Background: an optimization exercise with open tools, aiming at small area and a short achievable clock period. Do not read the settings as production practice.
Function was checked by simulation only, so behaviour that the tests miss may differ from the original.

`flow/run.sh`:
```
#!/bin/bash
# synth_recipe.tcl (not shown) runs the flow's synth.tcl, then flattens the netlist and writes it again
# the make line also repeats each setting of config.mk as NAME=value (left out here)
make -C /OpenROAD-flow-scripts/flow DESIGN_CONFIG=/design/flow/config.mk WORK_HOME=/design/flow/orfs CLKGATE_MAP_FILE= SYNTH_SCRIPT=/design/flow/synth_recipe.tcl finish
```
`flow/config.mk`:
```
export PLATFORM = sky130hd
export DESIGN_NAME = alu16bit
export DESIGN_NICKNAME = alu16bit
export VERILOG_FILES = /design/flow/design.v
export SDC_FILE = /design/flow/constraint.sdc
export NUM_CORES = 4
export LEC_CHECK = 0
export CAP_MARGIN = 20
export CORE_MARGIN = 2
export CORE_UTILIZATION = 40
export SLEW_MARGIN = 20
```
`flow/constraint.sdc`:
```
create_clock -name core_clock -period 7.2 [get_ports {clk}]
set_input_delay 1.4400 -clock core_clock [delete_from_list [all_inputs] [get_ports {clk}]]
set_output_delay 1.4400 -clock core_clock [all_outputs]
set_load 0.01 [all_outputs]
```
`flow/design.v`:
```
module alu16bit (
  input clk,                 
  input reset,               
  input [2:0] operation,     
  input [15:0] operand_A,
  input [15:0] operand_B,
  output reg [31:0] result, 
  output reg carry_flag,
  output reg zero_flag
);
parameter [2:0] ADD  = 3'b000,
                SUB  = 3'b001,
                MUL  = 3'b010,
                AND  = 3'b011,
                OR   = 3'b100,
                NAND = 3'b101,
                NOR  = 3'b110,
                XOR  = 3'b111;
reg [31:0] alu_result;  
reg alu_carry;
reg alu_zero;
always @(*) begin
  alu_result = 32'b0;
  alu_carry  = 1'b0;
  alu_zero   = 1'b0;
  case (operation)
    ADD: begin
      {alu_carry, alu_result} = {1'b0, operand_A} + {1'b0, operand_B};
      alu_zero = (alu_result[15:0] == 16'b0);
    end
    SUB: begin
      {alu_carry, alu_result} = {1'b0, operand_A} - {1'b0, operand_B};
      alu_zero = (alu_result[15:0] == 16'b0);
    end
    MUL: begin
      alu_result = operand_A * operand_B;   
      alu_zero = (alu_result == 32'b0);
    end
    AND: begin
      alu_result = {16'b0, (operand_A & operand_B)};
      alu_zero = (alu_result[15:0] == 16'b0);
    end
    OR: begin
      alu_result = {16'b0, (operand_A | operand_B)};
      alu_zero = (alu_result[15:0] == 16'b0);
    end
    NAND: begin
      alu_result = {16'b0, ~(operand_A & operand_B)};
      alu_zero = (alu_result[15:0] == 16'b0);
    end
    NOR: begin
      alu_result = {16'b0, ~(operand_A | operand_B)};
      alu_zero = (alu_result[15:0] == 16'b0);
    end
    XOR: begin
      alu_result = {16'b0, (operand_A ^ operand_B)};
      alu_zero = (alu_result[15:0] == 16'b0);
    end
    default: begin
      alu_result = 32'b0;
      alu_carry  = 1'b0;
      alu_zero   = 1'b1;
    end
  endcase
end
always @(posedge clk) begin
  if (reset) begin
    result     <= 32'b0;
    carry_flag <= 1'b0;
    zero_flag  <= 1'b0;
  end else begin
    result     <= alu_result;
    carry_flag <= alu_carry;
    zero_flag  <= alu_zero;
  end
end
endmodule
```
==> results.py <==
metrics = {
    "run_status": {
        "status": "finished clean",
    },
    "critical_path": {
        "crit_path_end_kind": "register",
        "path_max_fanout": 4,
        "critPathMostFrequentCell": "fa_1",
        "cpPeakStageDelay_ps": 550,
        "critPathRequiredTime_ps": 7410,
        "crit_start": "operand_A[5]",
        "path_cells": "buf_2 > buf_4 > buf_4 > nand2_1 > fa_2 > inv_1 > fa_1 > fa_2 > fa_1 > fa_1 > inv_1 > fa_1 > inv_2 > ha_4 > nand3_4 > nor2_4 > a221oi_4 > o221a_4 > o21ai_2 > xor2_1 > or3_4 > nor4_4 > nand4_1 > o21ai_1",
        "start_kind": "primary input",
        "crit_slowest_cell": "fa_2",
        "cp_data_arrival_time_ps": 7260,
        "criticalPathCategory": "in -> reg",
        "cp_top_family": "adder cells",
        "critPathBufInv": 6,
    },
    "hold_path": {
        "min_path_type": "in -> reg",
        "hp-start": "operation[0]",
    },
    "timing": {
        "tightest_slew_ps": 861,
        "relSlewSlack_pct": 42.5,
        "fin_ws_ps": 154,
        "fin_crit_sh_pct": 97.9,
        "rsz0062_at_grt": "yes",
        "fin_crit_ps": 7050,
        "drv_slew": 0,
        "setup_viol": 0,
        "hold_viol": 0,
        "fmax_mhz": 142,
    },
    "synthesis": {
        "synth_top_area_share_pct": 31.1,
        "avgSynthCellArea_um2": 7.87,
        "synth.area.top_cells": "fa_1, ha_1, inv_1, nand2_1, nor2_1",
        "syn_inst": 1602,
        "synth.distinct_cells": 79,
        "synth_edf_count": 0,
        "synth_nets": 1987,
        "yosysTopAreaCell": "fa_1",
        "synth_area_um2": 12600,
        "ys.flop_type": "dfxtp_1",
        "synth_most_common_cell": "inv_1",
        "synth_commonest_cells": "inv_1, fa_1, nand2_1",
        "ys_warn_count": 1,
        "async_reset_ff_share_pct": 0,
        "ys_seq_area_share_pct": 5.40,
        "synth-seq-cells": 34,
    },
    "cts": {
        "cts_hold_buf": 0,
        "cts_buffers": 5,
        "clockBufferDepth": 2,
        "cts_tree": "done",
        "cts-root-buf": "clkbuf_16",
        "h-tree-depth": 2,
        "clock-sinks": 34,
        "clkTransAtPathRegs_ps": 50,
    },
    "route": {
        "wl_per_cell_um": 20.8,
        "wirelength_mm": 48.1,
        "via_per_inst": 5.52,
        "vias": 12700,
        "drt_iter0_drc": 1039,
        "ant_nets": 0,
        "drc": 0,
        "first_pass_iters": 6,
    },
    "cells_and_area": {
        "layout-drive-gt1-share_pct": 25.8,
        "nets": 2299,
        "fin_util_pct": 54.5,
        "syn2layout_area_growth_pct": 33.4,
        "n_antenna_cell": 0,
    },
    "floorplanning": {
        "chipHeight_um": 181,
        "ios": 71,
        "start_util_pct": 40.9,
        "core_area_um2": 30800,
        "dieWidth_um": 181,
        "die_area_um2": 32900,
        "num_rows": 64,
    },
    "grt": {
        "grt_first_pass_wirelength_mm": 74.2,
        "grt_pass1_vias": 13300,
        "grt_max_degree": 40,
        "grt_util_all_layers_pct": 29.2,
        "grt_overflow": 0,
        "antenna_found_initial": 0,
    },
    "placed_design": {
        "io_buffers": 70,
        "dp_worst_setup_slack_ps": -864,
        "dp_hpwl_mm": 39.6,
        "gp_congestion": 0.997,
    },
    "job": {
        "drv_cap": 0,
    },
}
==> kinds of logic after synthesis <==
| logic type | synth area share (%) |
|---|---|
| AO/OA/AOI/OAI | 13.8 |
| XOR/XNOR | 3.68 |
| adder cells (fa/ha/maj) | 46.2 |
| buffers and inverters | 11.5 |
| flip-flops | 5.40 |
| multiplexers | 0.904 |
| AND/OR/NAND/NOR | 18.5 |
==> registers in the layout, summed over array words and instances, names as in the netlist <==
signal	cells
result	32
carry_flag	1
zero_flag	1
==> final timing paths <==
check	to	slack [ps]	cells past startpoint
min	result[15]	1890	4
max	zero_flag	150	24
==> layout by cell type, fill, tap and decap left out, types with 6 or more instances in the layout <==
master,count
clkdlybuf4s50_1,38
nor4_1,13
a21oi_1,58
nand2b_1,7
buf_12,12
clkbuf_2,15
buf_6,25
inv_2,26
o21bai_1,9
nand2_1,188
dfxtp_1,34
ha_1,134
o211ai_1,8
a21o_1,12
a221oi_1,6
o21ai_1,8
a21oi_2,8
fa_2,13
o21ai_0,45
inv_1,252
ha_4,13
a31oi_1,10
mux2i_1,8
nor2b_1,7
nor2_1,171
xor2_1,22
nand3_1,16
xnor2_1,29
nand4_1,21
nor3_1,33
clkbuf_16,7
or3_1,10
nor2_2,12
o21a_1,12
a211oi_1,14
fa_1,183
buf_4,271
==> final cells by class <==
cell class	instances	area, um2
flip-flops and latches	34	681
clock buffers	5	125
multi-input cells	1199	11100
clock inverters	3	68.8
fillers	2911	14000
repair inverters	1	7.51
repair buffers	380	3220
well taps	396	495
inverters	293	1140
==> what timing repair did <==
item,CTS,global route
buffers inserted,23,23
endpoints found under the setup margin,18,14
pin swaps,53,66
gates resized for setup,160,143
cloned,3,2
==> per-stage QoR <==
| step | setup TNS (ps) | instance area [um2] | instances | hold WS [ps] |
|---|---|---|---|---|
| 5_1_grt | -96.6 | 16800 | 2311 | 1920 |
| 3_5_place_dp | -10190 | 15500 | 2255 | 2170 |
| 3_3_place_gp | -9620 | 15500 | 2255 | 2180 |
| 6_report | 0 | 16800 | 2311 | 1890 |
| 4_1_cts | 0 | 16400 | 2289 | 2180 |
| 2_1_floorplan | -17.4 | 12600 | 1602 | 1720 |
==> worst min-delay path, delay by kind of cell <==
kind	cells	cell delay, ps
and+or+nand+nor	1	70
AOI/OAI and AO/OA	2	310
buffers and inverters	1	300
==> routing by layer <==
metal  global-route usage, %  vias up  part of all wire [%]
met1                    38.7     6312                    43
met4                    8.52        0                   3.1
li1                        -     5794                     -
met5                       0        -                     0
met2                    49.8      544                    48
met3                    4.19       99                   6.7

[static timing again, ports no longer ideal]
In the flow no input, the clock included, has a driving cell. The finished layout below was timed again as built, in two steps. Step 1, drivers: a clkbuf_16 drives clk and a buf_2 each remaining input, both assumed. Step 2 adds t to the input delays and takes it off the output delays; t is the mean of the earliest and latest rising clock arrival at the registers after step 1. Input paths then give back, and output paths get back, about the clock's delay inside the block. a / b / c = ideal ports / drivers / drivers and shift; a / b = the first two.
t (ns): 0.314
slack for setup (ns): 0.154 / 0.164 / -0.150
worst setup path at the end: input to register
cell pins on the clock port's net: 1
With both steps, setup timing fails in this run, where it was met with ideal ports. For this run, drivers alone change the setup slack by +0.010 ns; drivers and shift together by -0.304 ns.
